Context: an optimization exercise on an open-source flow, tuned for small area and a short achievable clock period. The choices shown serve that exercise and are no tape-out recipe.
In this exercise RTL edits were held to simulation tests only and were not proved equivalent to the original.

--- flow/constraint.sdc ---
create_clock -name core_clock -period 10.0 [get_ports {clk}]
set_input_delay 2.0000 -clock core_clock [delete_from_list [all_inputs] [get_ports {clk}]]
set_output_delay 2.0000 -clock core_clock [all_outputs]
set_load 0.01 [all_outputs]
--- flow/run.sh ---
#!/bin/bash
# synth_recipe.tcl (not shown) runs the flow's synth.tcl, then flattens the netlist and writes it again
# the make line also repeats each setting of config.mk as NAME=value (left out here)
make -C /OpenROAD-flow-scripts/flow DESIGN_CONFIG=/design/flow/config.mk WORK_HOME=/design/flow/orfs CLKGATE_MAP_FILE= SYNTH_SCRIPT=/design/flow/synth_recipe.tcl finish
--- flow/design.v ---
module recip_lut(n, mantissa);
input  wire [6:0] n;
output reg [3:0] mantissa;
always@*
begin
case(n[6:0])
7'b0000000: mantissa = 4'b0000;
7'b0000001: mantissa = 4'b1111;
7'b0000010: mantissa = 4'b1111;
7'b0000011: mantissa = 4'b1111;
7'b0000100: mantissa = 4'b1111;
7'b0000101: mantissa = 4'b1110;
7'b0000110: mantissa = 4'b1110;
7'b0000111: mantissa = 4'b1110;
7'b0001000: mantissa = 4'b1110;
7'b0001001: mantissa = 4'b1101;
7'b0001010: mantissa = 4'b1101;
7'b0001011: mantissa = 4'b1101;
7'b0001100: mantissa = 4'b1101;
7'b0001101: mantissa = 4'b1101;
7'b0001110: mantissa = 4'b1100;
7'b0001111: mantissa = 4'b1100;
7'b0010000: mantissa = 4'b1100;
7'b0010001: mantissa = 4'b1100;
7'b0010010: mantissa = 4'b1100;
7'b0010011: mantissa = 4'b1011;
7'b0010100: mantissa = 4'b1011;
7'b0010101: mantissa = 4'b1011;
7'b0010110: mantissa = 4'b1011;
7'b0010111: mantissa = 4'b1011;
7'b0011000: mantissa = 4'b1010;
7'b0011001: mantissa = 4'b1010;
7'b0011010: mantissa = 4'b1010;
7'b0011011: mantissa = 4'b1010;
7'b0011100: mantissa = 4'b1010;
7'b0011101: mantissa = 4'b1010;
7'b0011110: mantissa = 4'b1001;
7'b0011111: mantissa = 4'b1001;
7'b0100000: mantissa = 4'b1001;
7'b0100001: mantissa = 4'b1001;
7'b0100010: mantissa = 4'b1001;
7'b0100011: mantissa = 4'b1001;
7'b0100100: mantissa = 4'b1000;
7'b0100101: mantissa = 4'b1000;
7'b0100110: mantissa = 4'b1000;
7'b0100111: mantissa = 4'b1000;
7'b0101000: mantissa = 4'b1000;
7'b0101001: mantissa = 4'b1000;
7'b0101010: mantissa = 4'b1000;
7'b0101011: mantissa = 4'b0111;
7'b0101100: mantissa = 4'b0111;
7'b0101101: mantissa = 4'b0111;
7'b0101110: mantissa = 4'b0111;
7'b0101111: mantissa = 4'b0111;
7'b0110000: mantissa = 4'b0111;
7'b0110001: mantissa = 4'b0111;
7'b0110010: mantissa = 4'b0111;
7'b0110011: mantissa = 4'b0110;
7'b0110100: mantissa = 4'b0110;
7'b0110101: mantissa = 4'b0110;
7'b0110110: mantissa = 4'b0110;
7'b0110111: mantissa = 4'b0110;
7'b0111000: mantissa = 4'b0110;
7'b0111001: mantissa = 4'b0110;
7'b0111010: mantissa = 4'b0110;
7'b0111011: mantissa = 4'b0101;
7'b0111100: mantissa = 4'b0101;
7'b0111101: mantissa = 4'b0101;
7'b0111110: mantissa = 4'b0101;
7'b0111111: mantissa = 4'b0101;
7'b1000000: mantissa = 4'b0101;
7'b1000001: mantissa = 4'b0101;
7'b1000010: mantissa = 4'b0101;
7'b1000011: mantissa = 4'b0101;
7'b1000100: mantissa = 4'b0100;
7'b1000101: mantissa = 4'b0100;
7'b1000110: mantissa = 4'b0100;
7'b1000111: mantissa = 4'b0100;
7'b1001000: mantissa = 4'b0100;
7'b1001001: mantissa = 4'b0100;
7'b1001010: mantissa = 4'b0100;
7'b1001011: mantissa = 4'b0100;
7'b1001100: mantissa = 4'b0100;
7'b1001101: mantissa = 4'b0011;
7'b1001110: mantissa = 4'b0011;
7'b1001111: mantissa = 4'b0011;
7'b1010000: mantissa = 4'b0011;
7'b1010001: mantissa = 4'b0011;
7'b1010010: mantissa = 4'b0011;
7'b1010011: mantissa = 4'b0011;
7'b1010100: mantissa = 4'b0011;
7'b1010101: mantissa = 4'b0011;
7'b1010110: mantissa = 4'b0011;
7'b1010111: mantissa = 4'b0011;
7'b1011000: mantissa = 4'b0010;
7'b1011001: mantissa = 4'b0010;
7'b1011010: mantissa = 4'b0010;
7'b1011011: mantissa = 4'b0010;
7'b1011100: mantissa = 4'b0010;
7'b1011101: mantissa = 4'b0010;
7'b1011110: mantissa = 4'b0010;
7'b1011111: mantissa = 4'b0010;
7'b1100000: mantissa = 4'b0010;
7'b1100001: mantissa = 4'b0010;
7'b1100010: mantissa = 4'b0010;
7'b1100011: mantissa = 4'b0010;
7'b1100100: mantissa = 4'b0001;
7'b1100101: mantissa = 4'b0001;
7'b1100110: mantissa = 4'b0001;
7'b1100111: mantissa = 4'b0001;
7'b1101000: mantissa = 4'b0001;
7'b1101001: mantissa = 4'b0001;
7'b1101010: mantissa = 4'b0001;
7'b1101011: mantissa = 4'b0001;
7'b1101100: mantissa = 4'b0001;
7'b1101101: mantissa = 4'b0001;
7'b1101110: mantissa = 4'b0001;
7'b1101111: mantissa = 4'b0001;
7'b1110000: mantissa = 4'b0001;
7'b1110001: mantissa = 4'b0000;
7'b1110010: mantissa = 4'b0000;
7'b1110011: mantissa = 4'b0000;
7'b1110100: mantissa = 4'b0000;
7'b1110101: mantissa = 4'b0000;
7'b1110110: mantissa = 4'b0000;
7'b1110111: mantissa = 4'b0000;
7'b1111000: mantissa = 4'b0000;
7'b1111001: mantissa = 4'b0000;
7'b1111010: mantissa = 4'b0000;
7'b1111011: mantissa = 4'b0000;
7'b1111100: mantissa = 4'b0000;
7'b1111101: mantissa = 4'b0000;
7'b1111110: mantissa = 4'b0000;
7'b1111111: mantissa = 4'b0000;
endcase
end
endmodule
module float_recip(clk,rst,i_cip,i_sj,i_vstart,i_vector_length,i_v0,i_v1,i_v2,i_v3,i_v4,i_v5,i_v6,i_v7,o_result, o_busy);
input  wire clk;         
input  wire rst;
input  wire [15:0] i_cip;     
input  wire i_vstart;
input  wire [6:0] i_vector_length;
input wire [63:0] i_v0;
input wire [63:0] i_v1;
input wire [63:0] i_v2;
input wire [63:0] i_v3;
input wire [63:0] i_v4;
input wire [63:0] i_v5;
input wire [63:0] i_v6;
input wire [63:0] i_v7;
input  wire [63:0] i_sj;
output reg [63:0] o_result;
output wire       o_busy;
reg  [2:0]  cur_j;
reg  [7:0]  reservation_time;
reg  [15:0]  sj [8:0];  
wire [63:0]  selected_src;
reg  [63:0]  tmp_src;
reg  [63:0]  v_src;
wire [3:0]  x_init;
reg  [4:0]  x0, x0_2, x0_3, x0_4;
reg  [9:0]  x1_a;
reg  [10:0] x1_b1;
reg  [10:0] x1_b2;
wire [15:0] x1_c;
reg  [7:0]  x1, x1_2, x1_3, x1_4;
reg  [15:0] x2_a;
reg  [16:0] x2_b1;
reg  [16:0] x2_b2;
wire [24:0] x2_c;
reg  [15:0] x2, x2_2, x2_3, x2_4;
reg  [31:0] x3_a;
reg  [32:0] x3_b1;
reg  [32:0] x3_b2;
wire [48:0] x3_c;
reg  [47:0] x3;
reg  [47:0] x3_2;
reg [14:0] exponent_1;
reg [14:0] exponent_2;
reg [14:0] exponent_3;
reg [14:0] exponent_4;
reg [14:0] exponent_5;
reg [14:0] exponent_6;
reg [14:0] exponent_7;
reg [14:0] exponent_8;
reg [14:0] exponent_9;
reg [14:0] exponent_10;
reg [14:0] exponent_11;
reg [14:0] exponent_12;
reg [12:0] sign;
reg [12:0] is_half;
always@*
   begin
	   case(cur_j)
		   3'o0:v_src = i_v0;
			3'o1:v_src = i_v1;
			3'o2:v_src = i_v2;
			3'o3:v_src = i_v3;
			3'o4:v_src = i_v4;
			3'o5:v_src = i_v5;
			3'o6:v_src = i_v6;
			3'o7:v_src = i_v7;
		endcase
	end
assign selected_src = (reservation_time==7'b0) ? i_sj : v_src;
always@(posedge clk)
   if(rst)
	    reservation_time <= 7'b0;
	else if(i_vstart)
	    reservation_time <= i_vector_length + 7'b0000100;    
	else if(reservation_time!=7'b0)
	    reservation_time <= reservation_time - 7'b1;
always@(posedge clk)
   if(i_vstart)
      cur_j <= i_cip[5:3];
assign o_busy = (reservation_time != 7'b0);
always@(posedge clk)
   o_result <= is_half[12] ? {sign[12],exponent_12,1'b1,47'b0} : {sign[12],exponent_12,x3};
always@(posedge clk)
begin
   sj[0] <= selected_src[47:32];
	sj[1] <= sj[0];
	sj[2] <= sj[1];
	sj[3] <= sj[2];
	sj[4] <= sj[3];
	sj[5] <= sj[4];
	sj[6] <= sj[5];
	sj[7] <= sj[6];
	sj[8] <= sj[7];
end
always@(posedge clk)
begin
   is_half[0] <= (selected_src[47:40]==8'b10000000);
   is_half[12:1] <= is_half[11:0];
end
recip_lut lut(.n(selected_src[46:40]), .mantissa(x_init));
always@(posedge clk)
begin
   x0   <= {1'b1,x_init};
   x0_2 <= x0;                
	x0_3 <= x0_2;
	x0_4 <= x0_3;
end
always@(posedge clk)
   x1_a <= x0 * sj[0][15:11];
always@(posedge clk)
   x1_b1 <= (11'b10000000000 - {1'b0,x1_a});
always@(posedge clk)
   x1_b2 <= x1_b1[10] ? x1_b1 : x1_b1[9] ? x1_b1 << 1 :  x1_b1 << 2;
assign x1_c = x0_4 * x1_b2;
always@(posedge clk)
begin
   x1 <= x1_c[15] ? x1_c[15:8] : x1_c[14] ? x1_c[14:7] : x1_c[13:6];
	x1_2 <= x1;
	x1_3 <= x1_2;
	x1_4 <= x1_3;
end
always@(posedge clk)
   x2_a <= x1 * sj[4][15:8];
always@(posedge clk)
   x2_b1 <= (17'b10000000000000000 - {1'b0,x2_a});
always@(posedge clk)
   x2_b2 <= x2_b1[16] ? x2_b1 : x2_b1[15] ? x2_b1 << 1 : x2_b1 << 2;
assign x2_c = x1_4 * x2_b2;
always@(posedge clk)
begin
   x2 <= x2_c[24] ? x2_c[24:9] : x2_c[23] ? x2_c[23:8] : x2_c[22:7];
	x2_2 <= x2;
	x2_3 <= x2_2;
	x2_4 <= x2_3;
end
always@(posedge clk)
   x3_a <= x2 * sj[8];
always@(posedge clk)
   x3_b1 <= (33'b100000000000000000000000000000000 - {1'b0,x3_a});
always@(posedge clk)
   x3_b2 <= x3_b1[32] ? x3_b1 : x3_b1[31] ? x3_b1 << 1 : x3_b1 << 2;
assign x3_c = x2_4 * x3_b2;
always@(posedge clk)
begin
   x3[47:0] <= x3_c[48] ? x3_c[48:1] : x3_c[47] ? x3_c[47:0] : {x3_c[46:0],1'b0};
end
always@(posedge clk)
   tmp_src <= selected_src[63:0];
always@(posedge clk)
   begin
	   exponent_1 <= (tmp_src[47:40]==8'b10000000) ? (tmp_src[62] ? (~(tmp_src[62:48]-15'b10) + 15'b1) : (~(tmp_src[62:48]+15'b10) + 15'b1)) : (tmp_src[62] ? (~(tmp_src[62:48]-15'b1) + 15'b1) : (~(tmp_src[62:48]+15'b1) + 15'b1)) ;
		exponent_2 <= exponent_1;
		exponent_3 <= exponent_2;
		exponent_4 <= exponent_3;
		exponent_5 <= exponent_4;
		exponent_6 <= exponent_5;
		exponent_7 <= exponent_6;
		exponent_8 <= exponent_7;
		exponent_9 <= exponent_8;
		exponent_10 <= exponent_9;
		exponent_11 <= exponent_10;
		exponent_12 <= exponent_11;
	end
always@(posedge clk)
   begin
      sign[0]    <= selected_src[63];
		sign[12:1] <= sign[11:0];
   end
endmodule
--- flow/config.mk ---
export PLATFORM = sky130hd
export DESIGN_NAME = float_recip
export DESIGN_NICKNAME = float_recip
export VERILOG_FILES = /design/flow/design.v
export SDC_FILE = /design/flow/constraint.sdc
export NUM_CORES = 4
export LEC_CHECK = 0
export CAP_MARGIN = 20
export CORE_MARGIN = 2
export CORE_UTILIZATION = 40
export PLACE_DENSITY = 0.6
export SLEW_MARGIN = 20
==> flow_metrics.env <==
export IMPL_ys_types=83
export IMPL_critical_path_max_fanout=92
export IMPL_hold_viol=0
export IMPL_worstSetupPathType="reg2reg"
export IMPL_finalNetCount=7767
export IMPL_worstSetupEndpointType="flip-flop"
export IMPL_dp_hpwl_mm=106
export IMPL_cp_start_kind="flip-flop"
export IMPL_busiest_layer="met2"
export IMPL_setup_viol=0
export IMPL_synthFlopType="dfxtp_1"
export IMPL_initial_core_util_pct=40.3
export IMPL_crit_start="x2_4[4]"
export IMPL_r2r_start="x2_4[4]"
export IMPL_clkSlewWorstSetupHoldPaths_ns=0.08
export IMPL_critPathSlowestCell="dfxtp_1"
export IMPL_cts_repair_resized=0
export IMPL_worstHoldStart="x2_3[15]"
export IMPL_synth_area_top_cells="fa_1, dfxtp_1, ha_1"
export IMPL_period_minus_slack_ns=8.32
export IMPL_detail_route_antenna_nets=0
export IMPL_max_freq_mhz=120
export IMPL_use_met3_pct=2.75
export IMPL_synth_edf_count=3
export IMPL_synth_yosys_seq_area_share_pct=27.8
export IMPL_rows=137
export IMPL_numPortBuffers=365
export IMPL_cts_tree="yes"
export IMPL_yosysWarnings=3
export IMPL_grt_pass1_wl_mm=219
export IMPL_clkLatencyLatePin_ns=0.73
export IMPL_cpMostUsedCell="fa_1"
export IMPL_max_slew_margin_pct=24.8
export IMPL_cp_arrival_ns=8.92
export IMPL_grt_ovfl_total=0
export IMPL_antenna_found_initial=17
export IMPL_vias=39000
export IMPL_grt_use_met1_pct=23.3
export IMPL_dieWidth_um=379
export IMPL_drc=0
export IMPL_post_cts_buffers=0
export IMPL_design_area_mm2=0.0645
export IMPL_syn_num_nets=7511
export IMPL_globalplace_congestion=0.927
export IMPL_cts_sinks=780
export IMPL_syn_avg_cell_area_um2=9.74
export IMPL_core_area_mm2=0.140
export IMPL_met2_usage_pct=34.1
export IMPL_num_io_pins=667
export IMPL_drt_iter0_drc=1845
export IMPL_fp_dieH_um=379
export IMPL_area_growth_syn_to_layout_pct=14.8
export IMPL_die_area_mm2=0.143
export IMPL_hold_slack_ns=0.255
export IMPL_cts_buffers=84
export IMPL_cts_hold_buf=0
export IMPL_routed_wl_mm=136
export IMPL_maxCapViolCount=0
export IMPL_layout_drive_gt1_share_pct=4.42
export IMPL_skew_ns=0.0794
export IMPL_post_route_period_util_pct=83.2
export IMPL_worst_path_buf_inv=7
export IMPL_vias_per_cell=4.89
export IMPL_cp_top_family="adder cells"
export IMPL_fin_util_pct=46.2
export IMPL_nFillCells=13300
export IMPL_postSynth_asyncResetShare_pct=0
export IMPL_first_pass_iters=5
export IMPL_syn_area_mm2=0.0562
export IMPL_hp_class="reg2reg"
export IMPL_max_stage_delay_ns=1.06
export IMPL_grt_max_degree=93
export IMPL_status="no timing/DRC/antenna violations"
export IMPL_ys_ff_latch=780
export IMPL_h_tree_depth=3
export IMPL_reg2reg_setup_slack_ns=1.68
export IMPL_grt_usage_pct=19.3
export IMPL_grt_pass1_vias=40700
export IMPL_worst_slew_pin_slew_ns=1.13
export IMPL_cts_buffer_depth=3
export IMPL_worstPathRequired_ns=10.60
export IMPL_routedWlPerCell_um=17.0
export IMPL_cts_root_buf="clkbuf_16"
export IMPL_rsz0062_at_grt="false"
export IMPL_setup_tns_final_ns=0
export IMPL_synth_top_area_cell="fa_1"
export IMPL_worstPathCellList="buf_4 > nand2_1 > fa_1 > inv_1 > fa_1 > inv_1 > fa_1 > inv_1 > fa_1 > fa_1 > inv_1 > fa_1 > inv_1 > ha_1 > and3_1 > and4_1 > and3_1 > a221oi_1 > a21oi_1 > o41ai_1 > xnor2_2 > buf_12 > mux2_2"
export IMPL_yosysTopAreaCellShare_pct=28.0
export IMPL_dpl_cell_area_mm2=0.0616
export IMPL_slew_violations=0
export IMPL_postSynthCellCount=5765
-- kinds of logic after synthesis --
family	synth area share [%]
mux	4.24
fa+ha+maj	36.0
buf+inv	7.66
compound gates	6.39
xor+xnor	3.16
simple gates	14.7
flops	27.8
-- worst reg2reg max path, cell delays in order, from the launching register on --
cell and delay, ns:
dfxtp_1 1.06, buf_4 0.35, nand2_1 0.10, fa_1 0.57, inv_1 0.05, fa_1 0.47, inv_1 0.05, fa_1 0.50
inv_1 0.06, fa_1 0.45, fa_1 0.52, inv_1 0.05, fa_1 0.49, inv_1 0.04, ha_1 0.38, and3_1 0.22
and4_1 0.28, and3_1 0.26, a221oi_1 0.69, a21oi_1 0.20, o41ai_1 0.53, xnor2_2 0.19, buf_12 0.31, mux2_2 0.44
-- cells in the final DEF, fill, tap and decap left out, types with 11 or more instances in the layout --
| cell | count |
|---|---|
| mux2i_1 | 133 |
| ha_1 | 358 |
| inv_1 | 895 |
| o21ai_1 | 45 |
| mux2_2 | 40 |
| a31oi_1 | 18 |
| a21o_1 | 53 |
| o21ai_0 | 178 |
| mux4_2 | 22 |
| a211oi_1 | 21 |
| or3_1 | 18 |
| xor2_1 | 66 |
| nor2b_1 | 59 |
| and2_1 | 484 |
| nand2_1 | 804 |
| nor3_1 | 44 |
| buf_4 | 32 |
| dfxtp_1 | 767 |
| fa_1 | 786 |
| a221oi_1 | 11 |
| a21oi_1 | 144 |
| o21a_1 | 12 |
| nor4_1 | 12 |
| and3_1 | 14 |
| nand4_1 | 19 |
| clkinv_2 | 13 |
| nand3_1 | 41 |
| o21bai_1 | 15 |
| clkbuf_1 | 16 |
| o211ai_1 | 12 |
| nor2_1 | 166 |
| clkbuf_16 | 84 |
| nand2b_1 | 20 |
| clkdlybuf4s50_1 | 365 |
| xnor2_1 | 133 |
| o22ai_1 | 14 |
-- flip-flops by register name (all words and copies together), names as in the netlist, 17 cells and up --
name / cells
sj: 143
o_result: 64
x3: 48
x3_b1: 33
x3_b2: 33
x3_a: 32
x2_b1: 17
x2_b2: 17
-- Yosys cell counts (14+ instances only) --
library cell	n
inv_1	895
nand2_1	804
fa_1	786
dfxtp_1	777
and2_1	484
ha_1	358
clkbuf_1	195
o21ai_0	178
nor2_1	166
a21oi_1	144
xnor2_1	134
mux2i_1	133
xor2_1	67
nor2b_1	59
a21o_1	53
o21ai_1	45
nor3_1	44
nand3_1	41
mux2_2	40
mux4_2	22
a211oi_1	21
nand2b_1	20
nand4_1	19
a31oi_1	18
or3_1	18
o21bai_1	15
and3_1	14
buf_2	14
o22ai_1	14
-- through the flow --
stage	instances	worst slack (ns)
floorplan	5765	3.36
global placement	7811	1.64
detailed placement	7811	1.62
CTS	7966	1.68
global route	7975	1.29
finish	7976	1.68
-- layer usage --
layer  routed length, um  vias to the layer above
met2               68600                      942
li1                    -                    18500
met3                6280                      241
met4                5440                        0
met1               55400                    19400
met5                   0                        -
-- cell type report --
cell class | count | area [um^2] | share of cell area [%]
multi-input combinational | 3857 | 36300 | 56.2
sequential | 780 | 15700 | 24.3
timing repair buffer | 398 | 3910 | 6.07
inverter | 900 | 3380 | 5.24
tap | 1876 | 2350 | 3.64
clock buffer | 110 | 2300 | 3.57
clock inverter | 45 | 596 | 0.924
antenna | 10 | 25.0 | 0.0388
-- path summary, 6_finish.rpt --
path / cells after the start / end
worst max-delay path: 23 / x3[25]
worst min-delay path: 0 / x2_4[15]
worst max register to register: 23 / x3[25]
worst min register to register: 0 / x2_4[15]

what the ideal ports hide:
The flow's constraints put no driver on any port. The routed layout listed below was extracted and timed again, unchanged, in two steps. Step 1 (the two cells are an assumption about what drives the block):
set clk [get_ports {clk}]
set_driving_cell -lib_cell sky130_fd_sc_hd__clkbuf_16 $clk
set_driving_cell -lib_cell sky130_fd_sc_hd__buf_2 [delete_from_list [all_inputs] $clk]
Step 2 also shifts input and output timing later by t, the mid clock arrival at the registers, as if the neighbouring blocks saw the same clock. Three values: ideal, step 1, step 2; two values: the first two.
t (ns): 0.751
setup WS [ns]: 1.681 / 1.681 / 1.681
worst setup path at the end: register to register
latest minus earliest clock arrival (ns): 0.079 / 0.080
slew at the worst register clock pin (ns): 0.08 / 0.08
After both steps this run still meets setup and hold. The setup slack of this run moves by 0.000 ns with the drivers and by 0.000 ns with both steps.
